This design comes from an exercise in tuning for small area on the open sky130 flow, not from production work. The RTL was checked by simulation tests, not by an equivalence proof against the original design. No activity file was given, so power comes from the tool's default toggle rates.

==> inputs of run a <==
==> flow/design.v (excerpt) <==
module tlb #(
  parameter XLEN = 64,
  parameter TLB_ENTRIES = 8   
) (
  input  wire             clk,
  input  wire             reset_n,
  input  wire             lookup_valid,       
  input  wire [XLEN-1:0]  lookup_vaddr,       
  input  wire             lookup_is_store,    
  input  wire             lookup_is_fetch,    
  output wire             lookup_hit,         
  output wire [XLEN-1:0]  lookup_paddr,       
  output wire             lookup_page_fault,  
  input  wire             update_valid,       
  input  wire [XLEN-1:0]  update_vpn,         
  input  wire [XLEN-1:0]  update_ppn,         
  input  wire [7:0]       update_pte,         
  input  wire [XLEN-1:0]  update_level,       
  input  wire [1:0]       privilege_mode,     
  input  wire             mstatus_sum,        
  input  wire             mstatus_mxr,        
  input  wire             translation_enabled,  
  input  wire             flush_all,          
  input  wire             flush_vaddr,        
  input  wire [XLEN-1:0]  flush_addr          
);
export LEC_CHECK = 0
export CAP_MARGIN = 20
export CORE_MARGIN = 2
export CORE_UTILIZATION = 70
export SLEW_MARGIN = 20
create_clock -name core_clock -period 12.0 [get_ports {clk}]
standard.sh (not shown) runs the stock make flow with config.mk's settings and CLKGATE_MAP_FILE= SYNTH_SCRIPT=/design/flow/synth_recipe.tcl, a recipe that flattens the netlist after the stock synthesis.
==> flow/flow/run.sh <==
#!/bin/bash
# Standard ORFS layout with these changes, which only affect area:
#  - synthesis maps logic with an area-oriented ABC script (flow/synth.tcl
#    wraps synth_recipe.tcl and swaps in flow/abc_area.script)
#  - ports are buffered with the smallest buffer (sky130_fd_sc_hd__buf_1)
#  - CTS uses clkbuf_8 leaf clock buffers in clusters of at most 14
#    flip-flops, and inserts no dummy loads
# Each step's full log stays in orfs/logs/; make's own output goes to make.log.
set -euo pipefail
export FLOW_ABC_SCRIPT=$PWD/flow/abc_area.script
export FLOW_SYNTH_TCL=$PWD/synth_recipe.tcl
bash standard.sh \
  SYNTH_SCRIPT=$PWD/flow/synth.tcl \
  BUFFER_PORTS_ARGS="-buffer_cell sky130_fd_sc_hd__buf_1" \
  CTS_ARGS="-sink_clustering_enable -repair_clock_nets -dont_use_dummy_load -buf_list {sky130_fd_sc_hd__clkbuf_4} -root_buf sky130_fd_sc_hd__clkbuf_16 -tree_buf sky130_fd_sc_hd__clkbuf_8 -sink_clustering_size 8 -sink_clustering_max_diameter 60" \
  finish > make.log 2>&1
==> flow/flow/abc_area.script <==
&get -n
&st
&syn2
&dch -f
&nf -R 1000 -F 8 -A 4
&put
==> flow/flow/synth.tcl <==
# The standard synthesis (synth_recipe.tcl), with one change: the ABC
# mapping step uses an area-oriented script (flow/abc_area.script) in place
# of ORFS's abc_speed.script. Registers are mapped exactly as before.
proc abc {args} {
  set i [lsearch -exact $args -script]
  if { $i >= 0 } {
    lset args [expr { $i + 1 }] $::env(FLOW_ABC_SCRIPT)
  }
  puts "abc: using script $::env(FLOW_ABC_SCRIPT)"

  yosys abc {*}$args
}
source $::env(FLOW_SYNTH_TCL)
==> run b: changes against run a <==
==> flow/flow/run.sh (replaced) <==
#!/bin/bash
bash standard.sh > standard.log 2>&1
--- a/flow/config.mk
+++ b/flow/config.mk
@@ -8,4 +8,4 @@
 export CAP_MARGIN = 20
 export CORE_MARGIN = 2
-export CORE_UTILIZATION = 70
+export CORE_UTILIZATION = 40
 export SLEW_MARGIN = 20
removed: flow/flow/abc_area.script
removed: flow/flow/synth.tcl
==> run c: changes against run a <==
==> flow/flow/run.sh (replaced) <==
#!/bin/bash
# Standard ORFS layout with two changes that only affect area:
#  - ports are buffered with the smallest buffer (sky130_fd_sc_hd__buf_1)
#  - CTS uses clkbuf_8 leaf clock buffers in clusters of at most 14 flip-flops,
#    and inserts no dummy loads
# Each step's full log stays in orfs/logs/; make's own output goes to make.log.
set -euo pipefail
bash standard.sh \
  BUFFER_PORTS_ARGS="-buffer_cell sky130_fd_sc_hd__buf_1" \
  CTS_ARGS="-sink_clustering_enable -repair_clock_nets -dont_use_dummy_load -buf_list {sky130_fd_sc_hd__clkbuf_8} -root_buf sky130_fd_sc_hd__clkbuf_16 -tree_buf sky130_fd_sc_hd__clkbuf_8 -sink_clustering_size 14 -sink_clustering_max_diameter 80" \
  finish > make.log 2>&1
removed: flow/flow/abc_area.script
removed: flow/flow/synth.tcl
==> comparison table <==
| item | run b | run c | run a |
|---|---|---|---|
| Status | complete, no violations | complete, no violations | complete, no violations |
| Biggest fanout along the worst timing path | 20 | 25 | 48 |
| Share of total power in the clock network | 37.2% | 23.6% | 24.2% |
| Worst Setup Slack post-DPL | 1.42 ns | 2.25 ns | 1.61 ns |
| Final layout net count | 2,605 | 2,594 | 2,509 |
| Number of cells in the design after placement | 3,143 | 2,730 | 2,591 |
| Number of distinct library cell variants in the gate-level netlist after synthesis | 75 | 75 | 41 |
| Worst-skew pair later-pin latency | 0.63 ns | 0.58 ns | 0.57 ns |
| Total nets after synthesis | 2,316 | 2,316 | 2,092 |
| Fraction of post-synthesis cell area in the top cell type by area | 67.9% | 67.9% | 71.4% |
| GR Util All Layers | 24.4% | 39.1% | 37.2% |
| Combinational gate power | 680 uW | 634 uW | 598 uW |
| Max transition margin | 24.2% | 23.2% | 7.82% |
| Number of antenna repair diodes | 2 | 3 | 5 |
| Share of cell area taken by muxes after synthesis | 0.567% | 0.567% | 0.399% |
| DRT Pass-1 Iters | 5 | 8 | 7 |
| GR Layer Usage met1 | 31.2% | 52.5% | 48.9% |
| Layout multi-input combinational cell count | 1,154 | 1,154 | 1,016 |
| Met2 routing resource usage after global routing | 40.2% | 62.4% | 60.5% |
| Combinational cell fraction of total power | 11.4% | 13.1% | 12.4% |
| Total half-perimeter wirelength after legalization and detailed placement | 60,900 um | 56,300 um | 50,500 um |
| P_clk | 2.22 mW | 1.14 mW | 1.17 mW |
| Total power | 5.96 mW | 4.83 mW | 4.83 mW |
| Number of filler instances in the final layout | 6,250 | 2,564 | 2,346 |
| Power in sequential cells | 3.06 mW | 3.06 mW | 3.07 mW |
| Leakage power of the design | 11.2 nW | 9.76 nW | 9.46 nW |
| Highest achievable clock rate | 0.0941 GHz | 0.0997 GHz | 0.0938 GHz |

---

==> v38 <==
tlb again, from the RTL that the note above started with.
==> module tlb, before the edit <==
module tlb #(
  parameter XLEN = 64,
  parameter TLB_ENTRIES = 8   
) (
  input  wire             clk,
  input  wire             reset_n,
  input  wire             lookup_valid,       
  input  wire [XLEN-1:0]  lookup_vaddr,       
  input  wire             lookup_is_store,    
  input  wire             lookup_is_fetch,    
  output wire             lookup_hit,         
  output wire [XLEN-1:0]  lookup_paddr,       
  output wire             lookup_page_fault,  
  input  wire             update_valid,       
  input  wire [XLEN-1:0]  update_vpn,         
  input  wire [XLEN-1:0]  update_ppn,         
  input  wire [7:0]       update_pte,         
  input  wire [XLEN-1:0]  update_level,       
  input  wire [1:0]       privilege_mode,     
  input  wire             mstatus_sum,        
  input  wire             mstatus_mxr,        
  input  wire             translation_enabled,  
  input  wire             flush_all,          
  input  wire             flush_vaddr,        
  input  wire [XLEN-1:0]  flush_addr          
);
  localparam NE = 8;
  reg  [NE-1:0] tlb_valid;
  reg  [26:0]   tlb_vpn  [0:NE-1];
  reg  [51:0]   tlb_ppn  [0:NE-1];
  reg  [3:0]    tlb_kind [0:NE-1];   
  reg  [2:0]    tlb_replace_idx;
  wire upd_vpn_ok = ~|update_vpn[63:27];
  wire upd_lvl_hi0 = ~|update_level[63:2];
  wire upd_l1 = upd_lvl_hi0 & (update_level[1:0] == 2'd1);
  wire upd_l2 = upd_lvl_hi0 & (update_level[1:0] == 2'd2);
  wire pv = update_pte[0], pr = update_pte[1], pw = update_pte[2];
  wire px = update_pte[3], pu = update_pte[4];
  wire upd_bad = ~pv | (~pr & ~pw & ~px) | (pw & ~pr);
  wire [3:0] upd_perm = {pu & ~upd_bad, px & ~upd_bad, pw | upd_bad, pr & ~upd_bad};
  wire       upd_sup  = upd_l1 | upd_l2;
  wire [3:0] upd_kind = upd_sup ? {upd_l2, 3'b110} : upd_perm;
  wire [51:0] upd_ppn = {update_ppn[51:4], upd_sup ? upd_perm : update_ppn[3:0]};
  wire          lk_en = lookup_valid & translation_enabled;
  wire [26:0]   lk_vpn = lookup_vaddr[38:12];
  wire [26:0]   fl_vpn = flush_addr[38:12];
  wire [NE-1:0] match;
  wire [NE-1:0] fmatch;
  genvar g;
  generate
    for (g = 0; g < NE; g = g + 1) begin : g_cmp
      assign match[g]  = lk_en & tlb_valid[g] & (tlb_vpn[g] == lk_vpn);
      assign fmatch[g] = (tlb_vpn[g] == fl_vpn);
    end
  endgenerate
  wire [NE-1:0] sel;
  assign sel[NE-1] = match[NE-1];
  generate
    for (g = 0; g < NE-1; g = g + 1) begin : g_sel
      assign sel[g] = match[g] & ~|match[NE-1:g+1];
    end
  endgenerate
  reg [51:0] s_ppn;
  reg [3:0]  s_kind;
  integer i;
  always @(*) begin
    s_ppn  = 52'd0;
    s_kind = 4'd0;
    for (i = 0; i < NE; i = i + 1) begin
      s_ppn  = s_ppn  | ({52{sel[i]}} & tlb_ppn[i]);
      s_kind = s_kind | ({4{sel[i]}}  & tlb_kind[i]);
    end
  end
  wire       s_sup  = ~s_kind[0] & s_kind[1] & s_kind[2];   
  wire       s_l2   = s_sup & s_kind[3];
  wire [3:0] s_perm = s_sup ? s_ppn[3:0] : s_kind;
  wire hit = |match;
  assign lookup_hit = hit;
  wire fr = s_perm[0], fw = s_perm[1], fx = s_perm[2], fu = s_perm[3];
  wire f_bad = fw & ~fr;
  wire mode_ok = (privilege_mode == 2'b00) ? fu :
                 (privilege_mode == 2'b01) ? (~fu | mstatus_sum) : 1'b1;
  wire acc_ok = lookup_is_fetch ? fx :
                lookup_is_store ? fw : (fr | (fx & mstatus_mxr));
  wire perm_ok = ~f_bad & mode_ok & acc_ok;
  assign lookup_page_fault = hit & ~perm_ok;
  assign lookup_paddr[11:0]  = lookup_vaddr[11:0];
  assign lookup_paddr[20:12] = s_sup ? lookup_vaddr[20:12] : s_ppn[8:0];
  assign lookup_paddr[29:21] = s_l2 ? lookup_vaddr[29:21] : s_ppn[17:9];
  assign lookup_paddr[63:30] = s_ppn[51:18];
  always @(posedge clk or negedge reset_n) begin
    if (!reset_n) begin
      tlb_replace_idx <= 3'd0;
      tlb_valid <= {NE{1'b0}};
    end else begin
      for (i = 0; i < NE; i = i + 1) begin
        if (update_valid && tlb_replace_idx == i)
          tlb_valid[i] <= upd_vpn_ok;
        else if (flush_all || (flush_vaddr && fmatch[i]))
          tlb_valid[i] <= 1'b0;
      end
      if (update_valid)
        tlb_replace_idx <= tlb_replace_idx + 3'd1;
    end
  end
  always @(posedge clk) begin
    for (i = 0; i < NE; i = i + 1) begin
      if (update_valid && tlb_replace_idx == i) begin
        tlb_vpn[i]  <= update_vpn[26:0];
        tlb_ppn[i]  <= upd_ppn;
        tlb_kind[i] <= upd_kind;
      end
    end
  end
endmodule
export LEC_CHECK = 0
export CAP_MARGIN = 20
export CORE_MARGIN = 2
export CORE_UTILIZATION = 40
export SLEW_MARGIN = 20
create_clock -name core_clock -period 12.0 [get_ports {clk}]
==> flow/flow/run.sh <==
#!/bin/bash
# Standard ORFS layout with two changes that only affect area:
#  - ports are buffered with the smallest buffer (sky130_fd_sc_hd__buf_1)
#  - CTS uses small leaf clock buffers in clusters of at most 9 flip-flops,
#    and inserts no dummy loads
# Each step's full log stays in orfs/logs/; make's own output goes to make.log.
set -euo pipefail
bash standard.sh \
  BUFFER_PORTS_ARGS="-buffer_cell sky130_fd_sc_hd__buf_1" \
  CTS_ARGS="-sink_clustering_enable -repair_clock_nets -dont_use_dummy_load -buf_list {sky130_fd_sc_hd__clkbuf_4} -root_buf sky130_fd_sc_hd__clkbuf_16 -tree_buf sky130_fd_sc_hd__clkbuf_8 -sink_clustering_size 9 -sink_clustering_max_diameter 80" \
  finish > make.log 2>&1
==> v28: changes against v38 <==
==> flow/flow/run.sh (replaced) <==
#!/bin/bash
# Standard ORFS layout with these changes, which only affect area:
#  - synthesis maps logic with an area-oriented ABC script (flow/synth.tcl
#    wraps synth_recipe.tcl and swaps in flow/abc_area.script)
#  - ports are buffered with the smallest buffer (sky130_fd_sc_hd__buf_1)
#  - CTS uses clkbuf_8 leaf clock buffers in clusters of at most 16
#    flip-flops, and inserts no dummy loads
# Each step's full log stays in orfs/logs/; make's own output goes to make.log.
set -euo pipefail
export FLOW_ABC_SCRIPT=$PWD/flow/abc_area.script
export FLOW_SYNTH_TCL=$PWD/synth_recipe.tcl
bash standard.sh \
  SYNTH_SCRIPT=$PWD/flow/synth.tcl \
  BUFFER_PORTS_ARGS="-buffer_cell sky130_fd_sc_hd__buf_1" \
  CTS_ARGS="-sink_clustering_enable -repair_clock_nets -dont_use_dummy_load -buf_list {sky130_fd_sc_hd__clkbuf_8} -root_buf sky130_fd_sc_hd__clkbuf_16 -tree_buf sky130_fd_sc_hd__clkbuf_8 -sink_clustering_size 16 -sink_clustering_max_diameter 60" \
  finish > make.log 2>&1
==> flow/flow/abc_area.script (new file) <==
&get -n
&st
&syn2
&dch -f
&nf -R 1000 -F 8 -A 4
&put
==> flow/flow/synth.tcl (new file) <==
# The standard synthesis (synth_recipe.tcl), with one change: the ABC
# mapping step uses an area-oriented script (flow/abc_area.script) in place
# of ORFS's abc_speed.script. Registers are mapped exactly as before.
proc abc {args} {
  set i [lsearch -exact $args -script]
  if { $i >= 0 } {
    lset args [expr { $i + 1 }] $::env(FLOW_ABC_SCRIPT)
  }
  puts "abc: using script $::env(FLOW_ABC_SCRIPT)"

  yosys abc {*}$args
}
source $::env(FLOW_SYNTH_TCL)
CORE_UTILIZATION = 70   (was 40)
==> v19: changes against v38 <==
CORE_UTILIZATION = 70   (was 40)
==> v21: changes against v38 <==
--- a/flow/design.v
+++ b/flow/design.v
@@ -30,3 +30,4 @@
   reg  [51:0]   tlb_ppn  [0:NE-1];
-  reg  [3:0]    tlb_kind [0:NE-1];   
+  reg  [3:0]    tlb_perm [0:NE-1];   
+  reg  [1:0]    tlb_lvl  [0:NE-1];   
   reg  [2:0]    tlb_replace_idx;
@@ -39,6 +40,4 @@
   wire upd_bad = ~pv | (~pr & ~pw & ~px) | (pw & ~pr);
-  wire [3:0] upd_perm = {pu & ~upd_bad, px & ~upd_bad, pw | upd_bad, pr & ~upd_bad};
-  wire       upd_sup  = upd_l1 | upd_l2;
-  wire [3:0] upd_kind = upd_sup ? {upd_l2, 3'b110} : upd_perm;
-  wire [51:0] upd_ppn = {update_ppn[51:4], upd_sup ? upd_perm : update_ppn[3:0]};
+  wire [3:0] upd_perm = {pu, px, pw | upd_bad, pr & ~upd_bad};
+  wire [1:0] upd_lvl  = {upd_l2, upd_l1 | upd_l2};
   wire          lk_en = lookup_valid & translation_enabled;
@@ -63,3 +62,4 @@
   reg [51:0] s_ppn;
-  reg [3:0]  s_kind;
+  reg [3:0]  s_perm;
+  reg [1:0]  s_lvl;
   integer i;
@@ -67,11 +67,10 @@
     s_ppn  = 52'd0;
-    s_kind = 4'd0;
+    s_perm = 4'd0;
+    s_lvl  = 2'd0;
     for (i = 0; i < NE; i = i + 1) begin
       s_ppn  = s_ppn  | ({52{sel[i]}} & tlb_ppn[i]);
-      s_kind = s_kind | ({4{sel[i]}}  & tlb_kind[i]);
+      s_perm = s_perm | ({4{sel[i]}}  & tlb_perm[i]);
+      s_lvl  = s_lvl  | ({2{sel[i]}}  & tlb_lvl[i]);
     end
   end
-  wire       s_sup  = ~s_kind[0] & s_kind[1] & s_kind[2];   
-  wire       s_l2   = s_sup & s_kind[3];
-  wire [3:0] s_perm = s_sup ? s_ppn[3:0] : s_kind;
   wire hit = |match;
@@ -87,4 +86,4 @@
   assign lookup_paddr[11:0]  = lookup_vaddr[11:0];
-  assign lookup_paddr[20:12] = s_sup ? lookup_vaddr[20:12] : s_ppn[8:0];
-  assign lookup_paddr[29:21] = s_l2 ? lookup_vaddr[29:21] : s_ppn[17:9];
+  assign lookup_paddr[20:12] = s_lvl[0] ? lookup_vaddr[20:12] : s_ppn[8:0];
+  assign lookup_paddr[29:21] = s_lvl[1] ? lookup_vaddr[29:21] : s_ppn[17:9];
   assign lookup_paddr[63:30] = s_ppn[51:18];
@@ -109,4 +108,5 @@
         tlb_vpn[i]  <= update_vpn[26:0];
-        tlb_ppn[i]  <= upd_ppn;
-        tlb_kind[i] <= upd_kind;
+        tlb_ppn[i]  <= update_ppn[51:0];
+        tlb_perm[i] <= upd_perm;
+        tlb_lvl[i]  <= upd_lvl;
       end
==> flow/run.sh (new file) <==
#!/bin/bash
# synth_recipe.tcl (not shown) runs the flow's synth.tcl, then flattens the netlist and writes it again
# the make line also repeats each setting of config.mk as NAME=value (left out here)
make -C /OpenROAD-flow-scripts/flow DESIGN_CONFIG=/design/flow/config.mk WORK_HOME=/design/flow/orfs CLKGATE_MAP_FILE= SYNTH_SCRIPT=/design/flow/synth_recipe.tcl finish
removed: flow/flow/run.sh
removed: flow/standard.sh
==> flow_summary_export.csv <==
group,metric,value,unit
yosys,synth.area.mux_share,0.399,%
yosys,synth_compound_gate_area_share,5.91,%
cells_and_area,area_occupied_by_registers,0.0202,mm^2
yosys,number_of_register_bits_inferred_by_synthesis,675,
grt,total_routing_usage_reported_by_global_routing,36.9,%
worst_setup_path,r2r_setup_slack,9.39,ns
cells_and_area,clock_buffers,51,
status,status,"finished clean",
Source of the figures above: v28

==> flow_summary_export.csv <==
group,metric,value,unit
yosys,synth.area.mux_share,0.567,%
worst_setup_path,r2r_setup_slack,9.33,ns
yosys,number_of_register_bits_inferred_by_synthesis,675,
yosys,post_synth.cell_area_avg,14.9,um^2
cells_and_area,clock_buffers,84,
detailed_routing,average_routed_wire_per_standard_cell,30.3,um
timing,relSlewSlack,21.7,%
status,status,"finished clean",
grt,total_routing_usage_reported_by_global_routing,39.1,%
power,comb_power_share,13.1,%
yosys,synth_compound_gate_area_share,6.68,%
Source of the figures above: v19

==> flow_summary_export.csv <==
group,metric,value,unit
status,status,"finished clean",
yosys,synth.area.mux_share,0.567,%
cells_and_area,clock_buffers,84,
yosys,synth_compound_gate_area_share,6.68,%
worst_setup_path,r2r_setup_slack,9.35,ns
detailed_routing,final_antenna_net_count,0,
cells_and_area,area_occupied_by_registers,0.0202,mm^2
grt,total_routing_usage_reported_by_global_routing,24.5,%
yosys,number_of_register_bits_inferred_by_synthesis,675,
Source of the figures above: v38

==> flow_summary_export.csv <==
group,metric,value,unit
power,comb_power_share,11.6,%
worst_setup_path,r2r_setup_slack,9.36,ns
floorplanning,die_height,276,um
cells_and_area,area_occupied_by_registers,0.0207,mm^2
status,status,"finished clean",
yosys,synth_most_common_cell,"edfxtp_1",
cts,ctsHtreeMaxLevel,3,
cells_and_area,clock_buffers,91,
grt,total_routing_usage_reported_by_global_routing,24.8,%
yosys,synth.area.mux_share,1.03,%
Source of the figures above: v21

-- afterwards: timing with drivers on the ports --
How much do the figures lean on ideal ports? The routed layouts below were timed once more, with nothing changed but the port constraints.
Step 1, drivers: a clkbuf_16 drives clk and a buf_2 each remaining input, both assumed.
Step 2 adds t to the input delays and takes it off the output delays; t is the mean of the earliest and latest rising clock arrival at the registers after step 1. Input paths then give back, and output paths get back, about the clock's delay inside the block.
Three values: ideal, step 1, step 2; two values: the first two.
| run | shift t [ns] | setup slack, ns | pins driven straight from the clock port |
|---|---|---|---|
| run a | 0.621 | 1.335 / 1.306 / 1.306 | 1 |
| run b | 0.683 | 1.370 / 1.334 / 1.334 | 1 |
| run c | 0.611 | 1.968 / 1.937 / 1.937 | 1 |
| v38 | 0.653 | 2.042 / 2.010 / 2.010 | 1 |
| v28 | 0.619 | 1.352 / 1.324 / 1.324 | 1 |
| v19 | 0.635 | 2.013 / 1.982 / 1.982 | 1 |
| v21 | 0.668 | 1.510 / 1.484 / 1.484 | 1 |
After both steps every run listed still meets setup and hold. The setup slack of run b, which loses most, moves by -0.036 ns with the drivers and by -0.036 ns with both steps.
